This design comes from an exercise in tuning for small area, a short achievable clock period and few clock cycles per item on the open sky130 flow, not from production work. Function was checked by simulation only, so behaviour that the tests miss may differ from the original. The clock input has no modelled driver; a real chip could not lean on it and would need a root buffer or a full tree. Power and IR drop assume default switching activity.

==> job 4465 <==
## cordic_sin_cos
module cordic_sin_cos(
    input       wire        clk,
    input       wire        rst_n,
    input       wire        clk_vld,
    input       wire        soft_rst,
    input       wire        trig,
    output      reg         vld,
    input       wire  [9:0] a,
    output      reg  signed [12:0]  cosa3_latch,
    output      reg  signed [12:0]  sina3_latch
);
export LEC_CHECK = 0
export ABC_AREA = 1
export CAP_MARGIN = 20
export CORE_MARGIN = 2
export CORE_UTILIZATION = 30
export SETUP_SLACK_MARGIN = 1.3
export SLEW_MARGIN = 20
export SYNTH_MEMORY_MAX_BITS = 65536
create_clock -name core_clock -period 5.5 [get_ports {clk}]
standard.sh (not shown) runs the stock make flow with config.mk's settings and CLKGATE_MAP_FILE= SYNTH_SCRIPT=/design/flow/synth_recipe.tcl, a recipe that flattens the netlist after the stock synthesis.
==> flow/flow/run.sh <==
#!/bin/bash
# The standard layout (standard.sh) run with a copy of the ORFS scripts
# and these changes:
# - synthesis does not extract half/full adders into adder cells
#   (ADDER_MAP_FILE empty); ABC maps all the logic;
# - the port buffers are sky130_fd_sc_hd__buf_2 cells;
# - wire parasitics are estimated 25% higher (flow/setRC_own.tcl) while
#   the layout is repaired;
# - clock distribution: instead of an H-tree (two levels of clkbuf_16 for
#   12 registers), flow/clock_buffer.tcl inserts one clkbuf_8 at the
#   centroid of the registers, driving all their clock pins.
# make's output goes to make.log here; ORFS writes each step's log under
# orfs/logs/.
set -euo pipefail
W=$(pwd)
S="$W/scripts_own"
rm -rf "$S"
cp -r "$FLOW_HOME/scripts" "$S"
cp "$W/flow/clock_buffer.tcl" "$S/clock_buffer.tcl"
sed -i 's%^log_cmd clock_tree_synthesis {\*}$cts_args%source $::env(SCRIPTS_DIR)/clock_buffer.tcl%' "$S/cts.tcl"
grep -q "clock_buffer.tcl" "$S/cts.tcl"
cp "$W/flow/setRC_own.tcl" "$S/setRC_own.tcl"
sed -i 's%$::env(PLATFORM_DIR)/setRC.tcl%$::env(SCRIPTS_DIR)/setRC_own.tcl%' "$S/load.tcl" "$S/detail_place.tcl"
grep -q "setRC_own.tcl" "$S/load.tcl"
EXTRA="SCRIPTS_DIR=$S ADDER_MAP_FILE= BUFFER_PORTS_ARGS='-buffer_cell sky130_fd_sc_hd__buf_2' CLOCK_BUFFER_CELL=sky130_fd_sc_hd__clkbuf_8 CLOCK_PORT=clk"
sed "s#CLKGATE_MAP_FILE= #CLKGATE_MAP_FILE= $EXTRA #" standard.sh > standard_own.sh
grep -q "SCRIPTS_DIR=$S" standard_own.sh
bash standard_own.sh > "$W/make.log" 2>&1
==> flow/flow/clock_buffer.tcl <==
# Clock distribution for a design with few registers: one clock buffer,
# placed at the centroid of the registers, drives every clock pin.
set block [ord::get_db_block]
set sx 0
set sy 0
set n 0
foreach inst [$block getInsts] {
  if { [[$inst getMaster] isSequential] } {
    set loc [$inst getLocation]
    set sx [expr { $sx + [lindex $loc 0] }]
    set sy [expr { $sy + [lindex $loc 1] }]
    incr n
  }
}
set dbu [$block getDbUnitsPerMicron]
set cx [expr { $sx / $n / double($dbu) }]
set cy [expr { $sy / $n / double($dbu) }]
puts "clock buffer at ($cx, $cy), driving $n registers"
log_cmd insert_buffer -buffer_cell $::env(CLOCK_BUFFER_CELL) -net $::env(CLOCK_PORT) \
  -location [list $cx $cy] -buffer_name clkbuf_root -net_name clknet_root
set_propagated_clock [all_clocks]
==> flow/flow/setRC_own.tcl <==
# sky130hd setRC.tcl with wire capacitance and resistance raised by 25%,
# so that repair sees the delays the routed layout shows.
# correlateRC.py gcd,ibex,aes,jpeg,chameleon,riscv32i,chameleon_hier
# cap units pf/um
set_layer_rc -layer li1 -capacitance 1.873750e-04 -resistance 8.970000e-02
set_layer_rc -layer met1 -capacitance 2.154688e-04 -resistance 1.116125e-03
set_layer_rc -layer met2 -capacitance 1.702913e-04 -resistance 1.116125e-03
set_layer_rc -layer met3 -capacitance 2.687025e-04 -resistance 1.958750e-04
set_layer_rc -layer met4 -capacitance 1.851600e-04 -resistance 1.958750e-04
set_layer_rc -layer met5 -capacitance 1.926087e-04 -resistance 2.226250e-05
# end correlate

set_layer_rc -via mcon -resistance 9.249146E-3
set_layer_rc -via via -resistance 4.5E-3
set_layer_rc -via via2 -resistance 3.368786E-3
set_layer_rc -via via3 -resistance 0.376635E-3
set_layer_rc -via via4 -resistance 0.00580E-3

set_wire_rc -signal -layer met1
set_wire_rc -clock -layer met3
==> job 7865: changes against job 4465 <==
==> flow/flow/run.sh (replaced) <==
#!/bin/bash
# The standard layout (standard.sh), with these changes:
# - synthesis: the same script, but ABC maps the logic with flow/abc.script,
#   and half/full adders are not extracted into adder cells;
# - the port buffers are sky130_fd_sc_hd__buf_2 cells.
set -euo pipefail
W=$(pwd)
rm -rf "$W/scripts_own"
cp -r "$FLOW_HOME/scripts" "$W/scripts_own"
cp "$W/flow/abc.script" "$W/scripts_own/abc_area.script"
PB="BUFFER_PORTS_ARGS='-buffer_cell sky130_fd_sc_hd__buf_2'"
sed "s#CLKGATE_MAP_FILE= #CLKGATE_MAP_FILE= SCRIPTS_DIR=$W/scripts_own ADDER_MAP_FILE= #" standard.sh > synth_own.sh
sed "s#CLKGATE_MAP_FILE= #CLKGATE_MAP_FILE= $PB #" standard.sh > layout_own.sh
grep -q "SCRIPTS_DIR=$W/scripts_own" synth_own.sh
grep -q "BUFFER_PORTS_ARGS" layout_own.sh
bash synth_own.sh synth > "$W/synth.log" 2>&1
bash layout_own.sh > "$W/layout.log" 2>&1
==> flow/flow/abc.script (new file) <==
strash
dch
map -B 0.9
topo
stime -c
buffer -c
upsize -c
dnsize -c
SETUP_SLACK_MARGIN = 1.5   (was 1.3)
removed: flow/flow/clock_buffer.tcl
removed: flow/flow/setRC_own.tcl
==> job 2185: changes against job 4465 <==
==> flow/flow/run.sh (replaced) <==
#!/bin/bash
# The standard layout (standard.sh) run with a copy of the ORFS scripts
# and three changes:
# - synthesis does not extract half/full adders into adder cells
#   (ADDER_MAP_FILE empty); ABC maps all the logic;
# - the port buffers are sky130_fd_sc_hd__buf_2 cells;
# - clock distribution: instead of an H-tree (two levels of clkbuf_16 for
#   12 registers), flow/clock_buffer.tcl inserts one clkbuf_8 at the
#   centroid of the registers, driving all their clock pins.
# make's output goes to make.log here; ORFS writes each step's log under
# orfs/logs/.
set -euo pipefail
W=$(pwd)
S="$W/scripts_own"
rm -rf "$S"
cp -r "$FLOW_HOME/scripts" "$S"
cp "$W/flow/clock_buffer.tcl" "$S/clock_buffer.tcl"
sed -i 's%^log_cmd clock_tree_synthesis {\*}$cts_args%source $::env(SCRIPTS_DIR)/clock_buffer.tcl%' "$S/cts.tcl"
grep -q "clock_buffer.tcl" "$S/cts.tcl"
EXTRA="SCRIPTS_DIR=$S ADDER_MAP_FILE= BUFFER_PORTS_ARGS='-buffer_cell sky130_fd_sc_hd__buf_2' CLOCK_BUFFER_CELL=sky130_fd_sc_hd__clkbuf_8 CLOCK_PORT=clk"
sed "s#CLKGATE_MAP_FILE= #CLKGATE_MAP_FILE= $EXTRA #" standard.sh > standard_own.sh
grep -q "SCRIPTS_DIR=$S" standard_own.sh
bash standard_own.sh > "$W/make.log" 2>&1
SETUP_SLACK_MARGIN = 1.5   (was 1.3)
removed: flow/flow/setRC_own.tcl
==> job 285: changes against job 4465 <==
==> flow/flow/run.sh (replaced) <==
#!/bin/bash
# The standard layout (standard.sh) run with a copy of the ORFS scripts
# and these changes:
# - synthesis does not extract half/full adders into adder cells
#   (ADDER_MAP_FILE empty); ABC maps all the logic;
# - the port buffers are sky130_fd_sc_hd__buf_2 cells;
# - clock distribution: instead of an H-tree (two levels of clkbuf_16 for
#   12 registers), flow/clock_buffer.tcl inserts one clkbuf_8 at the
#   centroid of the registers, driving all their clock pins.
# make's output goes to make.log here; ORFS writes each step's log under
# orfs/logs/.
set -euo pipefail
W=$(pwd)
S="$W/scripts_own"
rm -rf "$S"
cp -r "$FLOW_HOME/scripts" "$S"
cp "$W/flow/clock_buffer.tcl" "$S/clock_buffer.tcl"
sed -i 's%^log_cmd clock_tree_synthesis {\*}$cts_args%source $::env(SCRIPTS_DIR)/clock_buffer.tcl%' "$S/cts.tcl"
grep -q "clock_buffer.tcl" "$S/cts.tcl"
EXTRA="SCRIPTS_DIR=$S ADDER_MAP_FILE= BUFFER_PORTS_ARGS='-buffer_cell sky130_fd_sc_hd__buf_2' CLOCK_BUFFER_CELL=sky130_fd_sc_hd__clkbuf_8 CLOCK_PORT=clk"
sed "s#CLKGATE_MAP_FILE= #CLKGATE_MAP_FILE= $EXTRA #" standard.sh > standard_own.sh
grep -q "SCRIPTS_DIR=$S" standard_own.sh
bash standard_own.sh > "$W/make.log" 2>&1
CORE_UTILIZATION = 20   (was 30)
SETUP_SLACK_MARGIN = 1.5   (was 1.3)
removed: flow/flow/setRC_own.tcl
==> comparison table <==
Run status: job 4465 no timing/DRC/antenna violations; job 2185 no timing/DRC/antenna violations; job 7865 no timing/DRC/antenna violations; job 285 no timing/DRC/antenna violations
Pre-Repair DR Iteration Count: job 4465 7; job 2185 8; job 7865 6; job 285 6
Flop-to-flop setup slack: job 4465 4.10 ns; job 2185 4.15 ns; job 7865 4.13 ns; job 285 4.01 ns
IR drop worst, VDD: job 4465 0.186 mV; job 2185 0.132 mV; job 7865 0.154 mV; job 285 0.147 mV
# Post-CTS Setup Buffers: job 4465 0; job 2185 2; job 7865 2; job 285 0
Number of antenna repair diodes: job 4465 0; job 2185 1; job 7865 1; job 285 0
Post-DR wirelength/cell: job 4465 24.8 um; job 2185 23.3 um; job 7865 23.3 um; job 285 22.9 um
Sequential portion of the cell area: job 4465 0.0561; job 2185 0.0576; job 7865 0.0566; job 285 0.0562
Unrepaired setup endpoints after global routing: job 4465 false; job 2185 true; job 7865 true; job 285 true
Pin count of the biggest net entering global routing: job 4465 48; job 2185 54; job 7865 54; job 285 45
Longest individual stage delay on the worst path: job 4465 0.51 ns; job 2185 0.51 ns; job 7865 0.55 ns; job 285 0.49 ns
Worst slack after detailed placement: job 4465 1.38 ns; job 2185 1.16 ns; job 7865 1.16 ns; job 285 1.31 ns
First-pass GRT wire length: job 4465 43,800 um; job 2185 41,300 um; job 7865 41,400 um; job 285 44,200 um
Post-layout total power: job 4465 887 uW; job 2185 842 uW; job 7865 946 uW; job 285 865 uW
Half-perimeter wire length after detailed placement: job 4465 22,500 um; job 2185 20,700 um; job 7865 20,700 um; job 285 23,000 um
Initial cell density of the core: job 4465 0.305; job 2185 0.305; job 7865 0.305; job 285 0.205
Final worst-path setup slack: job 4465 1.51 ns; job 2185 1.58 ns; job 7865 1.51 ns; job 285 1.50 ns
Sw power: job 4465 553 uW; job 2185 525 uW; job 7865 544 uW; job 285 544 uW
Initial DRC count: job 4465 1,412; job 2185 1,233; job 7865 1,287; job 285 1,018
Final min period: job 4465 3.99 ns; job 2185 3.92 ns; job 7865 3.99 ns; job 285 4.00 ns
Total placed cells including tap cells: job 4465 1,213; job 2185 1,190; job 7865 1,190; job 285 1,298
Crit path capture: job 4465 sina3_latch[5]; job 2185 cosa3_latch[5]; job 7865 cosa3_latch[5]; job 285 sina3_latch[5]
Met3 usage in global routing: job 4465 0.0827; job 2185 0.0904; job 7865 0.0965; job 285 0.0513
Ratio of cells with drive above 1 in the final layout: job 4465 0.175; job 2185 0.147; job 7865 0.155; job 285 0.162
Post-route standard cell area excluding fillers: job 4465 5550 um2; job 2185 5300 um2; job 7865 5420 um2; job 285 5520 um2
Testbench counts of job 4465, summed over its fixed seeds: cycles 3,200, items 3,200.
Testbench counts of job 7865, summed over its fixed seeds: cycles 3,200, items 3,200.
Testbench counts of job 2185, summed over its fixed seeds: cycles 3,200, items 3,200.
Testbench counts of job 285, summed over its fixed seeds: cycles 3,200, items 3,200.
The clock cells of job 4465, job 2185 and job 285 come from the design's own scripts or RTL, not from TritonCTS.

[re-timing with driven ports]
Ports are ideal in the flow. The routed layouts listed here were re-timed in OpenROAD.
Step 1 (the two cells are an assumption about what drives the block):
set clk [get_ports {clk}]
set_driving_cell -lib_cell sky130_fd_sc_hd__clkbuf_16 $clk
set_driving_cell -lib_cell sky130_fd_sc_hd__buf_2 [delete_from_list [all_inputs] $clk]
Step 2 times the ports against the registers' clock, not the clock port: input delays grow and output delays shrink by t, the midpoint of the rising clock arrivals with the driver on.
Slacks: no drivers / after step 1 / after step 2; pairs: no drivers / after step 1.
run	t (ns)	slack for setup (ns)	latest minus earliest clock arrival (ns)	worst data-port slew with drivers (ns)
job 4465	0.169	1.514 / 1.491 / 1.659	0.001 / 0.001	0.03
job 7865	0.266	1.511 / 1.485 / 1.751	0.001 / 0.001	0.03
job 2185	0.161	1.584 / 1.562 / 1.723	0.000 / 0.000	0.03
job 285	0.167	1.499 / 1.476 / 1.643	0.001 / 0.001	0.04
After both steps every run listed still meets setup and hold.
